From an optimization exercise on the open Yosys and OpenROAD flow, aimed at small area and a short achievable clock period; shortcuts taken in it are not production practice.
In this exercise RTL edits were held to simulation tests only and were not proved equivalent to the original.
Power is estimated from default activity; no workload was simulated.

==> flow/design.v, too long to show whole: its modules and the start of the top module <==
// module DSP: 1797 lines
// module dsp_fa: 4 lines
// module dsp_ha: 4 lines
// module dsp_add18: 128 lines
module DSP(A, B, C, D, clk, rst_n, P);
  // ...
==> flow/flow/run.sh <==
#!/bin/bash
# The standard layout, with two changes to how it is made:
#  - the port buffers are plain sky130 buf_1 cells (the default pick is a slow delay cell),
#  - timing repair may swap cells across footprints (so it can resize those buffers).
set -euo pipefail
bash standard.sh "BUFFER_PORTS_ARGS=-buffer_cell sky130_fd_sc_hd__buf_1" MATCH_CELL_FOOTPRINT=0 finish > standard.log 2>&1
==> flow/standard.sh <==
#!/bin/bash
# synth_recipe.tcl (not shown) runs the flow's synth.tcl, then flattens the netlist and writes it again
# the make line also repeats each setting of config.mk as NAME=value (left out here)
make -C /OpenROAD-flow-scripts/flow DESIGN_CONFIG=/design/flow/config.mk WORK_HOME=/design/flow/orfs CLKGATE_MAP_FILE= SYNTH_SCRIPT=/design/flow/synth_recipe.tcl "${@:-finish}"
==> flow/config.mk <==
export PLATFORM = sky130hd
export DESIGN_NAME = DSP
export DESIGN_NICKNAME = DSP
export VERILOG_FILES = /design/flow/design.v
export SDC_FILE = /design/flow/constraint.sdc
export NUM_CORES = 4
export LEC_CHECK = 0
export CAP_MARGIN = 20
export CORE_MARGIN = 2
export CORE_UTILIZATION = 40
export CTS_BUF_LIST = sky130_fd_sc_hd__clkbuf_16
export CTS_CLUSTER_DIAMETER = 200
export CTS_CLUSTER_SIZE = 30
export SETUP_SLACK_MARGIN = 3.9
export SLEW_MARGIN = 20
export SYNTH_HIERARCHICAL = 1
==> flow/constraint.sdc <==
create_clock -name core_clock -period 7.0 [get_ports {clk}]
set_input_delay 1.4000 -clock core_clock [delete_from_list [all_inputs] [get_ports {clk}]]
set_output_delay 1.4000 -clock core_clock [all_outputs]
set_load 0.01 [all_outputs]
==> results.py, run 1 <==
metrics = {
    "critical_path": {
        "critical_path_buf_inv_count": 3,
        "ff2ff_path_depth": 5,
        "worst_path_most_repeated_cell": "fa_2",
        "cp_slowest_stage_delay_ns": 0.42,
    },
    "placed_design": {
        "placed_area_um2": 19600,
        "placedCellCount": 2084,
    },
    "sta": {
        "setup_ws_ns": 3.92,
        "maxSlewViolCount": 0,
        "finalClockSkew_ns": 0.0268,
        "whs_ns": 0.336,
        "max_slew.worst_pin.slew_ns": 0.814,
        "hold_viol_final": 0,
    },
    "final_layout": {
        "num-nonclk-buffers": 159,
        "num-multi-input-gates": 1002,
        "diodes": 0,
        "multi_input_area_um2": 11000,
        "final_cell_mix": "and2_1 (329), fa_1 (269), dfrtp_1 (246)",
        "nNetsFinal": 1970,
        "final_util": 0.443,
        "nClkBuffers": 13,
    },
    "detailed_routing": {
        "wl_met1_um": 17900,
        "wl_met3_um": 1290,
        "dr.first_iter.drc_count": 476,
        "maxUsedRoutingLayer": "met4",
    },
    "logic_synthesis": {
        "synth-adder-area-share": 0.368,
        "yosysMostFrequentCell": "and2_1",
        "synth_ff_type": "dfrtp_1",
        "synth.area.mux_share": 0,
    },
    "power_and_ir_drop": {
        "swShare": 0.421,
        "p_int_mw": 5.07,
        "clkPwrFrac": 0.100,
        "comb_power_share": 0.585,
    },
    "hold_path": {
        "hp-class": "reg -> reg",
        "min_to": "s2[8]",
    },
    "outcome": {
        "status": "no timing/DRC/antenna violations",
    },
    "die": {
        "num_rows": 78,
        "coreArea_um2": 45300,
    },
    "grt": {
        "grt_overflow": 0,
        "grt_util_met1": 0.240,
        "grt_pass1_wl_um": 63600,
        "grt_pass1_vias": 11492,
        "grt_max_degree": 69,
    },
    "clocking": {
        "cts_resized": 5,
        "postCtsSetupRepairBufs": 2,
    },
}
==> inputs of run 2 (changes only) <==
--- a/flow/config.mk
+++ b/flow/config.mk
@@ -12,5 +12,5 @@
 export CTS_CLUSTER_DIAMETER = 200
 export CTS_CLUSTER_SIZE = 30
-export SETUP_SLACK_MARGIN = 3.9
+export SETUP_SLACK_MARGIN = 4.05
 export SLEW_MARGIN = 20
 export SYNTH_HIERARCHICAL = 1
==> run 2 against run 1 <==
Still clean. Maximum frequency up 2.7%. Clock power shrank 0.6%. Clock skew grew 0.0065 ns. Largest cell class unchanged. Largest power group unchanged. Highest routed layer unchanged.
==> results.py, run 2 <==
metrics = {
    "logic_synthesis": {
        "ys.warnings.count": 7,
        "netlist_top_cells_count": "and2_1 (329), fa_1 (294), dfrtp_1 (258)",
        "synthTopCellsByArea": "dfrtp_1 (35%), fa_1 (32%), and2_1 (11%), ha_1 (4.7%), dfxtp_1 (3.9%)",
        "avgSynthCellArea_um2": 13.3,
        "synth_cells": 1375,
        "ys_seq_area_frac": 0.391,
        "synth_edf_count": 0,
        "yosys.area.top_type": "dfrtp_1",
        "ys_ff_latch": 294,
        "synth_ff_type": "dfrtp_1",
        "postSynthNetCount": 1842,
        "async_flop_share": 0.878,
        "yosysTopAreaCellShare": 0.352,
        "yosysMostFrequentCell": "and2_1",
        "synth_cell_type_count": 64,
        "synth_area_um2": 18300,
    },
    "sta": {
        "finalCritPeriodShare": 0.428,
        "max_freq_mhz": 334,
        "tns_ns": 0,
        "max_slew.worst_pin.slew_ns": 0.882,
        "hold_viol_final": 0,
        "setup_violations": 0,
        "maxSlewHeadroom": 0.412,
        "whs_ns": 0.331,
        "setup_ws_ns": 4.00,
        "final.min_clock_period_ns": 3.00,
        "maxSlewViolCount": 0,
        "finalClockSkew_ns": 0.0333,
        "rsz0062_at_grt": "true",
    },
    "critical_path": {
        "timing.rr.end": "y2[18]",
        "path_cells": "buf_6 > ha_4 > inv_2 > fa_2 > nand2b_4 > a211oi_4 > nor2_2 > o311ai_2 > buf_4 > a21o_1 > fa_2",
        "worst_path_most_repeated_cell": "fa_2",
        "cp.required_ns": 7.42,
        "ff2ff_path_depth": 6,
        "crit_start": "D[0]",
        "crit_path_end": "s1[16]",
        "worstSetupEndpointType": "flop",
        "crit_type": "in -> reg",
        "worst-endpoint-arrival_ns": 3.42,
        "regToRegStartpoint": "a1[6]",
        "regToRegSetupSlack_ns": 4.02,
        "crit_path_top_delay_cell": "fa_2",
        "crit_fanout": 3,
        "cp_slowest_stage_delay_ns": 0.42,
        "startpoint_type": "primary input",
    },
    "detailed_routing": {
        "antenna_left": 0,
        "drc_errors": 0,
        "routed_wl_um": 40200,
        "first_pass_iters": 5,
        "drt-wirelength-per-cell_um": 18.8,
        "dr.first_iter.drc_count": 434,
        "viasPerCell": 4.88,
        "via_count": 10443,
    },
    "placed_design": {
        "globalplace.congestion": 0.869,
        "dpl.hpwl_um": 29400,
        "placed_area_um2": 19600,
        "port_buffers": 151,
        "placedCellCount": 2082,
        "pre_cts_ws_ns": 3.24,
    },
    "clocking": {
        "clock-sinks": 294,
        "clk_path_buf_depth": 3,
        "tritoncts": "done",
        "cts_root_buf": "clkbuf_16",
        "htreeDepth": 1,
        "clock_latency_ns": 0.53,
        "clk_pin_slew_ns": 0.12,
        "cts_buffers": 13,
        "hold_buffers": 0,
    },
    "die": {
        "coreArea_um2": 45300,
        "die_w_um": 218,
        "fp.dieH_um": 218,
        "dieArea_um2": 47600,
        "start_util": 0.405,
        "ioPinCount": 152,
        "num_rows": 78,
    },
    "grt": {
        "antenna_found_initial": 0,
        "grt_usage": 0.174,
        "grt_overflow": 0,
        "grt_pass1_vias": 11716,
        "grt_pass1_wl_um": 64700,
        "grt_max_degree": 164,
    },
    "power_and_ir_drop": {
        "power_density_nw_per_um2": 436,
        "leakage_nw": 8.93,
        "clkPwrFrac": 0.098,
        "swShare": 0.421,
        "p_sw_mw": 3.74,
        "p_int_mw": 5.15,
        "comb_power_share": 0.592,
        "p_seq_frac": 0.310,
        "total_power_mw": 8.89,
        "irDropWorstVdd_v": 0.000200,
    },
    "final_layout": {
        "area_delta_synth_final_pct": 11.3,
        "fill_cells": 4201,
        "final_common_cell": "and2_1",
        "diodes": 0,
        "final_util": 0.451,
        "design_area_um2": 20400,
        "nNetsFinal": 1999,
        "multi_input_area_um2": 11000,
        "fin_cells": 2139,
        "final_cell_mix": "and2_1 (329), fa_1 (263), dfrtp_1 (240)",
        "reg_top3": "P: 48 flops, z0: 48 flops, z1: 36 flops",
        "seq_area_um2": 7240,
        "drive_gt1_frac": 0.101,
    },
    "job": {
        "maxCapViolations": 0,
    },
    "outcome": {
        "status": "no timing/DRC/antenna violations",
    },
    "hold_path": {
        "hp-class": "reg -> reg",
    },
}
run 2: changes by cell type in the layout (fill, tap and decap cells not counted), moves of 8 or more:
cell / before / now
dfxtp_2: 7 / 17
dfxtp_1: 29 / 19
dfrtp_4: 0 / 8
buf_4: 8 / 34
run 2: cell type report:
type | instances | area share
multi-input cells | 1002 | 0.541
repair buffers | 188 | 0.0430
clock inverters | 9 | 0.00215
flip-flops and latches | 294 | 0.355
well taps | 600 | 0.0368
clock buffers | 13 | 0.0159
inverters | 33 | 0.00607
run 2: how the worst min path moves through the flow:
stage                     endpoint  slack, ns  cells after the start  startpoint
final                       s2[11]       0.33                      0      s1[11]
after global routing        s2[11]       0.35                      0      s1[11]
after detailed placement    s2[12]       0.33                      0      s1[12]
after floorplan              s2[0]       0.32                      0       s1[0]
after CTS                   s2[11]       0.33                      0      s1[11]
after global placement       s2[8]       0.33                      0       s1[8]
run 2: per-layer routing:
layer,up-vias,track usage,share of wire
li1,4712,-,-
met1,5472,0.242,0.46
met2,206,0.289,0.48
met3,53,0.0191,0.035
met4,0,0.0497,0.025
met5,-,0,0
run 2: repair_timing:
| action | in CTS | in global routing |
|---|---|---|
| pin swaps | 14 | 10 |
| buffers inserted | 8 | 27 |
| hold endpoints to repair | 0 | 0 |
| resized for setup | 42 | 30 |
| endpoints found under the setup margin | 38 | 37 |
run 2: power groups by stage:
stage	Sequential [mW]	Combinational, mW	Clock, mW
after floorplan	2.68	3.73	0
after global placement	2.80	4.99	0
after detailed placement	2.80	5.20	0
after CTS	2.77	5.23	0.922
after global routing	2.83	6.06	0.972
final	2.76	5.27	0.870
run 2: logic make-up after synthesis:
| group | after synthesis | synth area share |
|---|---|---|
| compound gates | 140 | 0.0533 |
| simple gates | 442 | 0.143 |
| fa+ha+maj | 363 | 0.368 |
| xor+xnor | 57 | 0.0276 |
| buf+inv | 79 | 0.0165 |
| flops | 294 | 0.391 |
run 2: critical path, delay by kind of cell:
family                     cells  cell delay (ns)
and+or+nand+nor                2             0.25
buffers and inverters          3             0.27
adders and majority gates      3             0.88
AOI/OAI and AO/OA              3             0.61
run 2: modules after synthesis (local to each module, per instance):
| module | flops+latches | cells | times used |
|---|---|---|---|
| dsp_ha | 0 | 1 | 18 |
| dsp_fa | 0 | 1 | 288 |
| DSP | 294 | 976 | 1 |
| dsp_add18 | 0 | 93 | 1 |
==> module dsp_add18, before the edit <==
module dsp_add18(input [17:0] a, input [17:0] b, output [17:0] s);
wire [17:0] p0 = a ^ b;
wire [17:0] g0 = a & b;
wire G1;
wire G2;
wire P2;
wire G3;
wire P3;
wire G4;
wire P4;
wire G5;
wire P5;
wire G6;
wire P6;
wire G7;
wire P7;
wire G8;
wire P8;
wire G9;
wire P9;
wire G10;
wire G11;
wire G12;
wire P12;
wire G13;
wire P13;
wire G14;
wire P14;
wire G15;
wire P15;
wire G16;
wire P16;
wire G17;
wire P17;
wire G18;
wire G19;
wire G20;
wire G21;
wire G22;
wire P22;
wire G23;
wire P23;
wire G24;
wire P24;
wire G25;
wire P25;
wire G26;
wire G27;
wire G28;
wire G29;
wire G30;
wire G31;
wire G32;
wire G33;
wire G34;
wire G35;
assign G1 = g0[1] | (p0[1] & g0[0]);
assign G2 = g0[3] | (p0[3] & g0[2]);
assign P2 = p0[3] & p0[2];
assign G3 = g0[5] | (p0[5] & g0[4]);
assign P3 = p0[5] & p0[4];
assign G4 = g0[7] | (p0[7] & g0[6]);
assign P4 = p0[7] & p0[6];
assign G5 = g0[9] | (p0[9] & g0[8]);
assign P5 = p0[9] & p0[8];
assign G6 = g0[11] | (p0[11] & g0[10]);
assign P6 = p0[11] & p0[10];
assign G7 = g0[13] | (p0[13] & g0[12]);
assign P7 = p0[13] & p0[12];
assign G8 = g0[15] | (p0[15] & g0[14]);
assign P8 = p0[15] & p0[14];
assign G9 = g0[17] | (p0[17] & g0[16]);
assign P9 = p0[17] & p0[16];
assign G10 = g0[2] | (p0[2] & G1);
assign G11 = G2 | (P2 & G1);
assign G12 = g0[6] | (p0[6] & G3);
assign P12 = p0[6] & P3;
assign G13 = G4 | (P4 & G3);
assign P13 = P4 & P3;
assign G14 = g0[10] | (p0[10] & G5);
assign P14 = p0[10] & P5;
assign G15 = G6 | (P6 & G5);
assign P15 = P6 & P5;
assign G16 = g0[14] | (p0[14] & G7);
assign P16 = p0[14] & P7;
assign G17 = G8 | (P8 & G7);
assign P17 = P8 & P7;
assign G18 = g0[4] | (p0[4] & G11);
assign G19 = G3 | (P3 & G11);
assign G20 = G12 | (P12 & G11);
assign G21 = G13 | (P13 & G11);
assign G22 = g0[12] | (p0[12] & G15);
assign P22 = p0[12] & P15;
assign G23 = G7 | (P7 & G15);
assign P23 = P7 & P15;
assign G24 = G16 | (P16 & G15);
assign P24 = P16 & P15;
assign G25 = G17 | (P17 & G15);
assign P25 = P17 & P15;
assign G26 = g0[8] | (p0[8] & G21);
assign G27 = G5 | (P5 & G21);
assign G28 = G14 | (P14 & G21);
assign G29 = G15 | (P15 & G21);
assign G30 = G22 | (P22 & G21);
assign G31 = G23 | (P23 & G21);
assign G32 = G24 | (P24 & G21);
assign G33 = G25 | (P25 & G21);
assign G34 = g0[16] | (p0[16] & G33);
assign G35 = G9 | (P9 & G33);
assign s[0] = p0[0];
assign s[1] = p0[1] ^ g0[0];
assign s[2] = p0[2] ^ G1;
assign s[3] = p0[3] ^ G10;
assign s[4] = p0[4] ^ G11;
assign s[5] = p0[5] ^ G18;
assign s[6] = p0[6] ^ G19;
assign s[7] = p0[7] ^ G20;
assign s[8] = p0[8] ^ G21;
assign s[9] = p0[9] ^ G26;
assign s[10] = p0[10] ^ G27;
assign s[11] = p0[11] ^ G28;
assign s[12] = p0[12] ^ G29;
assign s[13] = p0[13] ^ G30;
assign s[14] = p0[14] ^ G31;
assign s[15] = p0[15] ^ G32;
assign s[16] = p0[16] ^ G33;
assign s[17] = p0[17] ^ G34;
endmodule
==> inputs of run 3 (changes only) <==
--- a/flow/design.v
+++ b/flow/design.v
@@ -1805,6 +1805,6 @@
 endmodule
 module dsp_add18(input [17:0] a, input [17:0] b, output [17:0] s);
-wire [17:0] p0 = a ^ b;
-wire [17:0] g0 = a & b;
+wire [17:0] p0, g0;
+dsp_add18_pg u_pg (.a(a), .b(b), .p(p0), .g(g0));
 wire G1;
 wire G2;
@@ -1825,5 +1825,7 @@
 wire P9;
 wire G10;
+wire P10;
 wire G11;
+wire P11;
 wire G12;
 wire P12;
@@ -1841,5 +1843,7 @@
 wire G19;
 wire G20;
+wire P20;
 wire G21;
+wire P21;
 wire G22;
 wire P22;
@@ -1851,83 +1855,179 @@
 wire P25;
 wire G26;
+wire P26;
 wire G27;
+wire P27;
 wire G28;
+wire P28;
 wire G29;
+wire P29;
 wire G30;
+wire P30;
 wire G31;
+wire P31;
 wire G32;
+wire P32;
 wire G33;
+wire P33;
 wire G34;
 wire G35;
+wire G36;
+wire G37;
+wire G38;
+wire P38;
+wire G39;
+wire P39;
+wire G40;
+wire P40;
+wire G41;
+wire P41;
+wire G42;
+wire P42;
+wire G43;
+wire P43;
+wire G44;
+wire P44;
+wire G45;
+wire P45;
+wire G46;
+wire P46;
+wire G47;
+wire P47;
+wire G48;
+wire G49;
+wire G50;
+wire G51;
+wire G52;
+wire G53;
+wire G54;
+wire G55;
+wire G56;
+wire P56;
+wire G57;
+wire P57;
+wire G58;
+wire G59;
 assign G1 = g0[1] | (p0[1] & g0[0]);
-assign G2 = g0[3] | (p0[3] & g0[2]);
-assign P2 = p0[3] & p0[2];
-assign G3 = g0[5] | (p0[5] & g0[4]);
-assign P3 = p0[5] & p0[4];
-assign G4 = g0[7] | (p0[7] & g0[6]);
-assign P4 = p0[7] & p0[6];
-assign G5 = g0[9] | (p0[9] & g0[8]);
-assign P5 = p0[9] & p0[8];
-assign G6 = g0[11] | (p0[11] & g0[10]);
-assign P6 = p0[11] & p0[10];
-assign G7 = g0[13] | (p0[13] & g0[12]);
-assign P7 = p0[13] & p0[12];
-assign G8 = g0[15] | (p0[15] & g0[14]);
-assign P8 = p0[15] & p0[14];
-assign G9 = g0[17] | (p0[17] & g0[16]);
-assign P9 = p0[17] & p0[16];
-assign G10 = g0[2] | (p0[2] & G1);
-assign G11 = G2 | (P2 & G1);
-assign G12 = g0[6] | (p0[6] & G3);
-assign P12 = p0[6] & P3;
-assign G13 = G4 | (P4 & G3);
-assign P13 = P4 & P3;
-assign G14 = g0[10] | (p0[10] & G5);
-assign P14 = p0[10] & P5;
-assign G15 = G6 | (P6 & G5);
-assign P15 = P6 & P5;
-assign G16 = g0[14] | (p0[14] & G7);
-assign P16 = p0[14] & P7;
-assign G17 = G8 | (P8 & G7);
-assign P17 = P8 & P7;
-assign G18 = g0[4] | (p0[4] & G11);
-assign G19 = G3 | (P3 & G11);
-assign G20 = G12 | (P12 & G11);
-assign G21 = G13 | (P13 & G11);
-assign G22 = g0[12] | (p0[12] & G15);
-assign P22 = p0[12] & P15;
-assign G23 = G7 | (P7 & G15);
-assign P23 = P7 & P15;
-assign G24 = G16 | (P16 & G15);
-assign P24 = P16 & P15;
-assign G25 = G17 | (P17 & G15);
-assign P25 = P17 & P15;
-assign G26 = g0[8] | (p0[8] & G21);
-assign G27 = G5 | (P5 & G21);
-assign G28 = G14 | (P14 & G21);
-assign G29 = G15 | (P15 & G21);
-assign G30 = G22 | (P22 & G21);
-assign G31 = G23 | (P23 & G21);
-assign G32 = G24 | (P24 & G21);
-assign G33 = G25 | (P25 & G21);
-assign G34 = g0[16] | (p0[16] & G33);
-assign G35 = G9 | (P9 & G33);
+assign G2 = g0[2] | (p0[2] & g0[1]);
+assign P2 = p0[2] & p0[1];
+assign G3 = g0[3] | (p0[3] & g0[2]);
+assign P3 = p0[3] & p0[2];
+assign G4 = g0[4] | (p0[4] & g0[3]);
+assign P4 = p0[4] & p0[3];
+assign G5 = g0[5] | (p0[5] & g0[4]);
+assign P5 = p0[5] & p0[4];
+assign G6 = g0[6] | (p0[6] & g0[5]);
+assign P6 = p0[6] & p0[5];
+assign G7 = g0[7] | (p0[7] & g0[6]);
+assign P7 = p0[7] & p0[6];
+assign G8 = g0[8] | (p0[8] & g0[7]);
+assign P8 = p0[8] & p0[7];
+assign G9 = g0[9] | (p0[9] & g0[8]);
+assign P9 = p0[9] & p0[8];
+assign G10 = g0[10] | (p0[10] & g0[9]);
+assign P10 = p0[10] & p0[9];
+assign G11 = g0[11] | (p0[11] & g0[10]);
+assign P11 = p0[11] & p0[10];
+assign G12 = g0[12] | (p0[12] & g0[11]);
+assign P12 = p0[12] & p0[11];
+assign G13 = g0[13] | (p0[13] & g0[12]);
+assign P13 = p0[13] & p0[12];
+assign G14 = g0[14] | (p0[14] & g0[13]);
+assign P14 = p0[14] & p0[13];
+assign G15 = g0[15] | (p0[15] & g0[14]);
+assign P15 = p0[15] & p0[14];
+assign G16 = g0[16] | (p0[16] & g0[15]);
+assign P16 = p0[16] & p0[15];
+assign G17 = g0[17] | (p0[17] & g0[16]);
+assign P17 = p0[17] & p0[16];
+assign G18 = G2 | (P2 & g0[0]);
+assign G19 = G3 | (P3 & G1);
+assign G20 = G4 | (P4 & G2);
+assign P20 = P4 & P2;
+assign G21 = G5 | (P5 & G3);
+assign P21 = P5 & P3;
+assign G22 = G6 | (P6 & G4);
+assign P22 = P6 & P4;
+assign G23 = G7 | (P7 & G5);
+assign P23 = P7 & P5;
+assign G24 = G8 | (P8 & G6);
+assign P24 = P8 & P6;
+assign G25 = G9 | (P9 & G7);
+assign P25 = P9 & P7;
+assign G26 = G10 | (P10 & G8);
+assign P26 = P10 & P8;
+assign G27 = G11 | (P11 & G9);
+assign P27 = P11 & P9;
+assign G28 = G12 | (P12 & G10);
+assign P28 = P12 & P10;
+assign G29 = G13 | (P13 & G11);
+assign P29 = P13 & P11;
+assign G30 = G14 | (P14 & G12);
+assign P30 = P14 & P12;
+assign G31 = G15 | (P15 & G13);
+assign P31 = P15 & P13;
+assign G32 = G16 | (P16 & G14);
+assign P32 = P16 & P14;
+assign G33 = G17 | (P17 & G15);
+assign P33 = P17 & P15;
+assign G34 = G20 | (P20 & g0[0]);
+assign G35 = G21 | (P21 & G1);
+assign G36 = G22 | (P22 & G18);
+assign G37 = G23 | (P23 & G19);
+assign G38 = G24 | (P24 & G20);
+assign P38 = P24 & P20;
+assign G39 = G25 | (P25 & G21);
+assign P39 = P25 & P21;
+assign G40 = G26 | (P26 & G22);
+assign P40 = P26 & P22;
+assign G41 = G27 | (P27 & G23);
+assign P41 = P27 & P23;
+assign G42 = G28 | (P28 & G24);
+assign P42 = P28 & P24;
+assign G43 = G29 | (P29 & G25);
+assign P43 = P29 & P25;
+assign G44 = G30 | (P30 & G26);
+assign P44 = P30 & P26;
+assign G45 = G31 | (P31 & G27);
+assign P45 = P31 & P27;
+assign G46 = G32 | (P32 & G28);
+assign P46 = P32 & P28;
+assign G47 = G33 | (P33 & G29);
+assign P47 = P33 & P29;
+assign G48 = G38 | (P38 & g0[0]);
+assign G49 = G39 | (P39 & G1);
+assign G50 = G40 | (P40 & G18);
+assign G51 = G41 | (P41 & G19);
+assign G52 = G42 | (P42 & G34);
+assign G53 = G43 | (P43 & G35);
+assign G54 = G44 | (P44 & G36);
+assign G55 = G45 | (P45 & G37);
+assign G56 = G46 | (P46 & G38);
+assign P56 = P46 & P38;
+assign G57 = G47 | (P47 & G39);
+assign P57 = P47 & P39;
+assign G58 = G56 | (P56 & g0[0]);
+assign G59 = G57 | (P57 & G1);
 assign s[0] = p0[0];
 assign s[1] = p0[1] ^ g0[0];
 assign s[2] = p0[2] ^ G1;
-assign s[3] = p0[3] ^ G10;
-assign s[4] = p0[4] ^ G11;
-assign s[5] = p0[5] ^ G18;
-assign s[6] = p0[6] ^ G19;
-assign s[7] = p0[7] ^ G20;
-assign s[8] = p0[8] ^ G21;
-assign s[9] = p0[9] ^ G26;
-assign s[10] = p0[10] ^ G27;
-assign s[11] = p0[11] ^ G28;
-assign s[12] = p0[12] ^ G29;
-assign s[13] = p0[13] ^ G30;
-assign s[14] = p0[14] ^ G31;
-assign s[15] = p0[15] ^ G32;
-assign s[16] = p0[16] ^ G33;
-assign s[17] = p0[17] ^ G34;
+assign s[3] = p0[3] ^ G18;
+assign s[4] = p0[4] ^ G19;
+assign s[5] = p0[5] ^ G34;
+assign s[6] = p0[6] ^ G35;
+assign s[7] = p0[7] ^ G36;
+assign s[8] = p0[8] ^ G37;
+assign s[9] = p0[9] ^ G48;
+assign s[10] = p0[10] ^ G49;
+assign s[11] = p0[11] ^ G50;
+assign s[12] = p0[12] ^ G51;
+assign s[13] = p0[13] ^ G52;
+assign s[14] = p0[14] ^ G53;
+assign s[15] = p0[15] ^ G54;
+assign s[16] = p0[16] ^ G55;
+assign s[17] = p0[17] ^ G58;
+endmodule
+module dsp_add18_pg(input [17:0] a, input [17:0] b, output [17:0] p, output [17:0] g);
+assign p = a ^ b;
+assign g = a & b;
 endmodule
--- a/flow/config.mk
+++ b/flow/config.mk
@@ -12,5 +12,5 @@
 export CTS_CLUSTER_DIAMETER = 200
 export CTS_CLUSTER_SIZE = 30
-export SETUP_SLACK_MARGIN = 4.05
+export SETUP_SLACK_MARGIN = 4.1
 export SLEW_MARGIN = 20
 export SYNTH_HIERARCHICAL = 1
==> run 3 against run 2 <==
Critical endpoint is now z1[20]. Worst setup slack better by 0.10 ns. Global-route usage up 0.19 points. First-iteration DRC count up 14%. Register-to-register slack better by 0.08 ns. Maximum frequency up 3.5%. Sequential power about the same. Worst hold slack better by 0.019 ns. Sequential share of layout area down 0.76 points. Via count up 2.0%. Still clean on timing, DRC and antenna.
==> results.py, run 3 <==
metrics = {
    "clocking": {
        "tritoncts": "done",
        "clock-sinks": 294,
        "cts_root_buf": "clkbuf_16",
        "htreeDepth": 1,
        "hold_buffers": 0,
        "clock_latency_ns": 0.52,
        "clk_path_buf_depth": 3,
        "clk_pin_slew_ns": 0.11,
        "cts_buffers": 13,
    },
    "placed_design": {
        "globalplace.congestion": 0.840,
        "dpl.hpwl_um": 29700,
        "port_buffers": 151,
        "placedCellCount": 2095,
    },
    "logic_synthesis": {
        "synth_cell_type_count": 70,
        "netlist_top_cells_count": "and2_1 (331), fa_1 (289), dfrtp_1 (258)",
        "async_flop_share": 0.878,
        "yosysMostFrequentCell": "and2_1",
        "synth_area_um2": 18400,
        "yosysTopAreaCellShare": 0.350,
        "synth_ff_type": "dfrtp_1",
        "synthTopCellsByArea": "dfrtp_1 (35%), fa_1 (31%), and2_1 (11%), ha_1 (5.0%), dfxtp_1 (3.9%)",
        "synth_edf_count": 0,
        "synth_cells": 1388,
        "ys_ff_latch": 294,
        "ys.warnings.count": 7,
        "ys_seq_area_frac": 0.389,
        "yosys.area.top_type": "dfrtp_1",
        "avgSynthCellArea_um2": 13.3,
        "postSynthNetCount": 1854,
    },
    "power_and_ir_drop": {
        "power_density_nw_per_um2": 428,
        "p_int_mw": 5.19,
        "p_seq_frac": 0.308,
        "comb_power_share": 0.594,
        "p_sw_mw": 3.76,
        "swShare": 0.420,
        "leakage_nw": 9.06,
        "clkPwrFrac": 0.097,
        "irDropWorstVdd_v": 0.000212,
    },
    "final_layout": {
        "final_common_cell": "and2_1",
        "area_delta_synth_final_pct": 13.5,
        "drive_gt1_frac": 0.133,
        "nNetsFinal": 2039,
        "diodes": 0,
        "final_cell_mix": "and2_1 (328), dfrtp_1 (240), fa_1 (239)",
        "fin_cells": 2179,
        "reg_top3": "P: 48 flops, z0: 48 flops, z1: 36 flops",
    },
    "detailed_routing": {
        "antenna_left": 0,
        "drt-wirelength-per-cell_um": 18.9,
        "first_pass_iters": 5,
        "viasPerCell": 4.89,
        "routed_wl_um": 41200,
        "drc_errors": 0,
        "via_count": 10654,
        "dr.first_iter.drc_count": 493,
    },
    "die": {
        "dieArea_um2": 47800,
        "coreArea_um2": 45500,
        "num_rows": 78,
        "start_util": 0.405,
        "fp.dieH_um": 219,
        "ioPinCount": 152,
        "die_w_um": 219,
    },
    "sta": {
        "tns_ns": 0,
        "finalCritPeriodShare": 0.414,
        "final.min_clock_period_ns": 2.90,
        "rsz0062_at_grt": "true",
        "max_freq_mhz": 345,
        "finalClockSkew_ns": 0.0325,
        "maxSlewHeadroom": 0.343,
        "max_slew.worst_pin.slew_ns": 0.985,
        "setup_violations": 0,
        "hold_viol_final": 0,
        "maxSlewViolCount": 0,
    },
    "grt": {
        "grt_usage": 0.176,
        "grt_pass1_vias": 11814,
        "grt_max_degree": 177,
        "grt_overflow": 0,
        "antenna_found_initial": 0,
        "grt_pass1_wl_um": 65500,
    },
    "outcome": {
        "status": "no timing/DRC/antenna violations",
    },
    "critical_path": {
        "cp.required_ns": 7.40,
        "worstSetupEndpointType": "flop",
        "startpoint_type": "primary input",
        "worst-endpoint-arrival_ns": 3.30,
        "crit_type": "in -> reg",
        "crit_fanout": 1,
    },
    "hold_path": {
        "hp-class": "reg -> reg",
    },
    "job": {
        "maxCapViolations": 0,
    },
}
[run 3: changes by cell type in the layout (fill, tap and decap cells not counted), moves of 5 or more]
cell     previous run  this run
dfrtp_2            10         5
fa_1              263       239
fa_2               31        50
buf_4              34        45
ha_2                0         5
buf_12              1        12
inv_1              38        26
a21oi_1            47        52
dfrtp_4             8        13
dfxtp_4             0         5
[run 3: worst paths after layout]
check | slack [ns] | from | cells past startpoint | endpoint
worst min-delay path | 0.35 | s1[3] | 0 | s2[3]
max in group asynchronous | 4.98 | rst_n | 2 | z0[23]
worst max-delay path | 4.10 | C[19] | 5 | z1[20]
worst min register to register | 0.35 | s1[3] | 0 | s2[3]
worst max register to register | 4.10 | a1[10] | 6 | y2[19]
min in group asynchronous | 0.78 | rst_n | 1 | y1[4]
[run 3: layer usage]
layer | track usage | up-vias | share of wire
met5 | 0 | - | 0
met2 | 0.290 | 204 | 0.49
met3 | 0.0159 | 55 | 0.032
met1 | 0.249 | 5550 | 0.46
met4 | 0.0509 | 0 | 0.024
li1 | - | 4845 | -
[run 3: layout make-up]
| cell class | instances | area (µm²) |
|---|---|---|
| inverters | 21 | 78.8 |
| clock inverters | 8 | 40.0 |
| repair buffers | 216 | 1230 |
| fillers | 4153 | 24500 |
| flip-flops and latches | 294 | 7270 |
| multi-input cells | 1027 | 11200 |
| clock buffers | 13 | 325 |
| well taps | 600 | 751 |
[run 3: timing repair]
item                                    CTS  global route
pin swaps                                 8            38
cloned                                    0             1
endpoints found under the setup margin   41            36
resized for setup                        45            74
setup buffers                            10            52
[run 3: per-stage QoR]
step	setup slack (ns)	hold WS [ns]	area [µm²]	total power, mW	util
2_1_floorplan	3.78	0.324	18500	6.40	-
3_3_place_gp	3.57	0.326	19700	7.76	0.433
3_5_place_dp	3.53	0.327	19700	7.98	0.433
4_1_cts	4.01	0.352	20200	8.89	0.444
5_1_grt	3.98	0.356	20900	9.89	0.460
6_report	4.10	0.350	20900	8.96	0.460
[run 3: per-module statistics from Yosys, one instance, submodules excluded]
| module | area [µm²] | cells | copies in the design |
|---|---|---|---|
| DSP | 11600 | 976 | 1 |
| dsp_add18 | 601 | 88 | 1 |
| dsp_add18_pg | 225 | 18 | 1 |
| dsp_fa | 20.0 | 1 | 288 |
| dsp_ha | 12.5 | 1 | 18 |
[run 3: critical path, cell delays in order]
cell and delay, ns:
buf_1 0.17, fa_1 0.46, fa_2 0.35, fa_1 0.50
fa_1 0.42
[run 3: cells by family (layout without fill, tap and decap cells)]
family	Yosys count	after routing	share of synthesized area
xor+xnor	58	58	0.0280
compound gates	161	161	0.0616
flops	294	294	0.389
fa+ha+maj	362	362	0.363
simple gates	446	446	0.144
buf+inv	67	258	0.0140
[run 3: power groups by stage]
stage | Clock [mW] | Combinational [mW] | Sequential, mW
floorplan | 0 | 3.72 | 2.69
global placement | 0 | 4.95 | 2.81
detailed placement | 0 | 5.17 | 2.82
CTS | 0.919 | 5.19 | 2.78
global route | 0.981 | 6.08 | 2.83
finish | 0.872 | 5.32 | 2.76
==> inputs of run 4 (changes only) <==
--- a/flow/config.mk
+++ b/flow/config.mk
@@ -12,5 +12,5 @@
 export CTS_CLUSTER_DIAMETER = 200
 export CTS_CLUSTER_SIZE = 30
-export SETUP_SLACK_MARGIN = 4.1
+export SETUP_SLACK_MARGIN = 4.0
 export SLEW_MARGIN = 20
 export SYNTH_HIERARCHICAL = 1
==> run 4 against run 3 <==
Non-clock buffer count down 53. Sequential power about the same. Largest power group unchanged. Power is 1.5% lower. Sequential share of layout area is 1.1 points higher. Worst setup slack worse by 0.071 ns. Flip-flop and latch count is the same. Critical path depth rose by 1. Global-route usage is 0.17 points lower. Final cell count down 2.4%. Register-to-register slack worse by 0.07 ns.
==> results.py, run 4 <==
metrics = {
    "grt": {
        "grt_pass1_vias": 11854,
        "grt_overflow": 0,
        "grt_pass1_wl_um": 64600,
        "grt_usage": 0.174,
        "grt_max_degree": 131,
        "antenna_found_initial": 0,
    },
    "detailed_routing": {
        "dr.first_iter.drc_count": 458,
        "antenna_left": 0,
        "drc_errors": 0,
        "via_count": 10478,
        "first_pass_iters": 5,
        "viasPerCell": 4.93,
        "drt-wirelength-per-cell_um": 18.7,
        "routed_wl_um": 39800,
    },
    "placed_design": {
        "dpl.hpwl_um": 29900,
        "port_buffers": 151,
        "pre_cts_ws_ns": 3.53,
        "globalplace.congestion": 0.849,
        "placed_area_um2": 19600,
    },
    "power_and_ir_drop": {
        "p_int_mw": 5.08,
        "p_seq_frac": 0.314,
        "p_sw_mw": 3.74,
        "power_density_nw_per_um2": 437,
        "total_power_mw": 8.82,
        "comb_power_share": 0.587,
        "swShare": 0.424,
        "leakage_nw": 8.79,
        "irDropWorstVdd_v": 0.000193,
        "clkPwrFrac": 0.099,
    },
    "critical_path": {
        "worst-endpoint-arrival_ns": 3.36,
        "cp_slowest_stage_delay_ns": 0.60,
        "worstSetupEndpointType": "flop",
        "worst_path_most_repeated_cell": "fa_1",
        "cp.required_ns": 7.40,
        "crit_fanout": 16,
        "startpoint_type": "flop",
        "crit_path_top_delay_cell": "dfrtp_4",
        "crit_type": "reg -> reg",
        "path_cells": "buf_4 > and2_1 > fa_1 > fa_1 > fa_1 > fa_1",
    },
    "logic_synthesis": {
        "ys_seq_area_frac": 0.389,
        "ys.warnings.count": 7,
        "synth_area_um2": 18400,
        "avgSynthCellArea_um2": 13.3,
        "synth_cells": 1388,
        "yosys.area.top_type": "dfrtp_1",
        "synth_cell_type_count": 70,
        "async_flop_share": 0.878,
        "synth_ff_type": "dfrtp_1",
        "ys_ff_latch": 294,
        "netlist_top_cells_count": "and2_1 (331), fa_1 (289), dfrtp_1 (258)",
        "synth_edf_count": 0,
        "yosysTopAreaCellShare": 0.350,
        "synthTopCellsByArea": "dfrtp_1 (35%), fa_1 (31%), and2_1 (11%), ha_1 (5.0%), dfxtp_1 (3.9%)",
        "yosysMostFrequentCell": "and2_1",
        "postSynthNetCount": 1854,
    },
    "die": {
        "coreArea_um2": 45500,
        "ioPinCount": 152,
        "num_rows": 78,
        "fp.dieH_um": 219,
        "dieArea_um2": 47800,
        "die_w_um": 219,
        "start_util": 0.405,
    },
    "sta": {
        "setup_violations": 0,
        "tns_ns": 0,
        "final.min_clock_period_ns": 2.97,
        "whs_ns": 0.351,
        "finalClockSkew_ns": 0.0337,
        "setup_ws_ns": 4.03,
        "rsz0062_at_grt": "true",
        "finalCritPeriodShare": 0.424,
        "max_slew.worst_pin.slew_ns": 0.891,
        "hold_viol_final": 0,
        "maxSlewViolCount": 0,
        "maxSlewHeadroom": 0.406,
        "max_freq_mhz": 337,
    },
    "final_layout": {
        "drive_gt1_frac": 0.0648,
        "final_common_cell": "and2_1",
        "diodes": 0,
        "nNetsFinal": 1986,
        "fill_cells": 4214,
        "design_area_um2": 20200,
        "seq_area_um2": 7220,
        "area_delta_synth_final_pct": 9.38,
        "multi_input_area_um2": 11100,
        "final_cell_mix": "and2_1 (331), fa_1 (277), dfrtp_1 (240)",
        "reg_top3": "P: 48 flops, z0: 48 flops, z1: 36 flops",
    },
    "clocking": {
        "clock-sinks": 294,
        "htreeDepth": 1,
        "clk_pin_slew_ns": 0.12,
        "clock_latency_ns": 0.52,
        "cts_buffers": 13,
        "hold_buffers": 0,
        "cts_root_buf": "clkbuf_16",
        "tritoncts": "done",
        "clk_path_buf_depth": 3,
    },
    "outcome": {
        "status": "no timing/DRC/antenna violations",
    },
    "hold_path": {
        "hp-class": "reg -> reg",
    },
    "job": {
        "maxCapViolations": 0,
    },
}
run 4: cell counts after synthesis:
Identical to the previous run, type by type.
run 4: through the flow:
stage	util	std cells
2_1_floorplan	-	1388
3_3_place_gp	0.432	2095
3_5_place_dp	0.432	2095
4_1_cts	0.441	2120
5_1_grt	0.443	2127
6_report	0.443	2127
run 4: final cells by class:
| cell class | count | share of cell area |
|---|---|---|
| Multi-Input combinational cell | 1027 | 0.549 |
| Inverter | 21 | 0.00391 |
| Clock inverter | 9 | 0.00217 |
| Tap cell | 600 | 0.0372 |
| Clock buffer | 13 | 0.0161 |
| Sequential cell | 294 | 0.358 |
| Timing Repair Buffer | 163 | 0.0333 |
run 4: cells by family after synthesis:
kind of cell	after synthesis	share of synthesized area
AOI/OAI and AO/OA	161	0.0616
xor gates and xnor gates	58	0.0280
adders and majority gates	362	0.363
buffers and inverters	67	0.0140
DFF	294	0.389
and+or+nand+nor	446	0.144
run 4: final timing paths:
check / from / endpoint / slack (ns) / cells after the start
worst min register to register: s1[1] / s2[1] / 0.35 / 0
max in group asynchronous: rst_n / y1[28] / 4.59 / 2
worst min-delay path: s1[1] / s2[1] / 0.35 / 0
worst max-delay path: a1[8] / y2[13] / 4.03 / 6
worst max register to register: a1[8] / y2[13] / 4.03 / 6
min in group asynchronous: rst_n / s1[9] / 0.99 / 1
run 4: what timing repair did:
action                                  in CTS  in global routing
resized for setup                           26                 18
pin swaps                                    4                  6
setup buffers                                3                  7
endpoints found under the setup margin      32                 35
run 4: Yosys stat by module (local to each module, per instance):
module	cell area, µm²	cells	flops+latches
dsp_add18	601	88	0
dsp_add18_pg	225	18	0
DSP	11600	976	294
dsp_fa	20.0	1	0
dsp_ha	12.5	1	0
run 4: layer usage:
metal  global-route usage  share of wire
met1                0.241           0.45
met2                0.291           0.48
met3               0.0206          0.040
met4               0.0493          0.023
met5                    0              0
run 4: power by group through the flow:
stage / combinational [mW] / clock, mW / sequential [mW]
2_1_floorplan: 3.71 / 0 / 2.69
3_3_place_gp: 4.96 / 0 / 2.81
3_5_place_dp: 5.19 / 0 / 2.81
4_1_cts: 5.20 / 0.927 / 2.78
5_1_grt: 5.94 / 0.972 / 2.84
6_report: 5.18 / 0.875 / 2.77
run 4: worst max-delay path, delay by kind of cell, from the launching register on:
| family | cells | cell delay [ns] |
|---|---|---|
| adders and majority gates | 4 | 1.88 |
| buffers and inverters | 1 | 0.18 |
| DFF | 1 | 0.60 |
| and+or+nand+nor | 1 | 0.16 |

-- static timing again, ports no longer ideal --
The flow's constraints put no driver on any port. The routed layouts listed below were extracted and timed again, unchanged, in two steps.
Step 1 assumes that a clkbuf_16 drives the clock port and a buf_2 every other input.
Step 2 moves the port delays by t, midway between the first and last clock arrival at a register: inputs arrive t later, outputs are due t later. That takes back most of the time a late clock gives input paths.
a / b / c = ideal ports / drivers / drivers and shift; a / b = the first two.
run	t, ns	setup WS [ns]	hold slack, ns	worst register clock-pin slew, ns	cell pins on the clock port's net
run 1	0.557	3.919 / 3.949 / 3.392	0.336 / 0.336 / 0.336	0.12 / 0.12	1
run 2	0.563	4.002 / 4.014 / 3.451	0.331 / 0.331 / 0.331	0.12 / 0.12	1
run 3	0.558	4.104 / 4.104 / 3.575	0.350 / 0.350 / 0.350	0.12 / 0.12	1
run 4	0.556	4.033 / 4.033 / 3.556	0.351 / 0.351 / 0.351	0.12 / 0.12	1
After both steps every run listed still meets setup and hold. The setup slack of run 2, which loses most, moves by +0.012 ns with the drivers and by -0.551 ns with both steps.
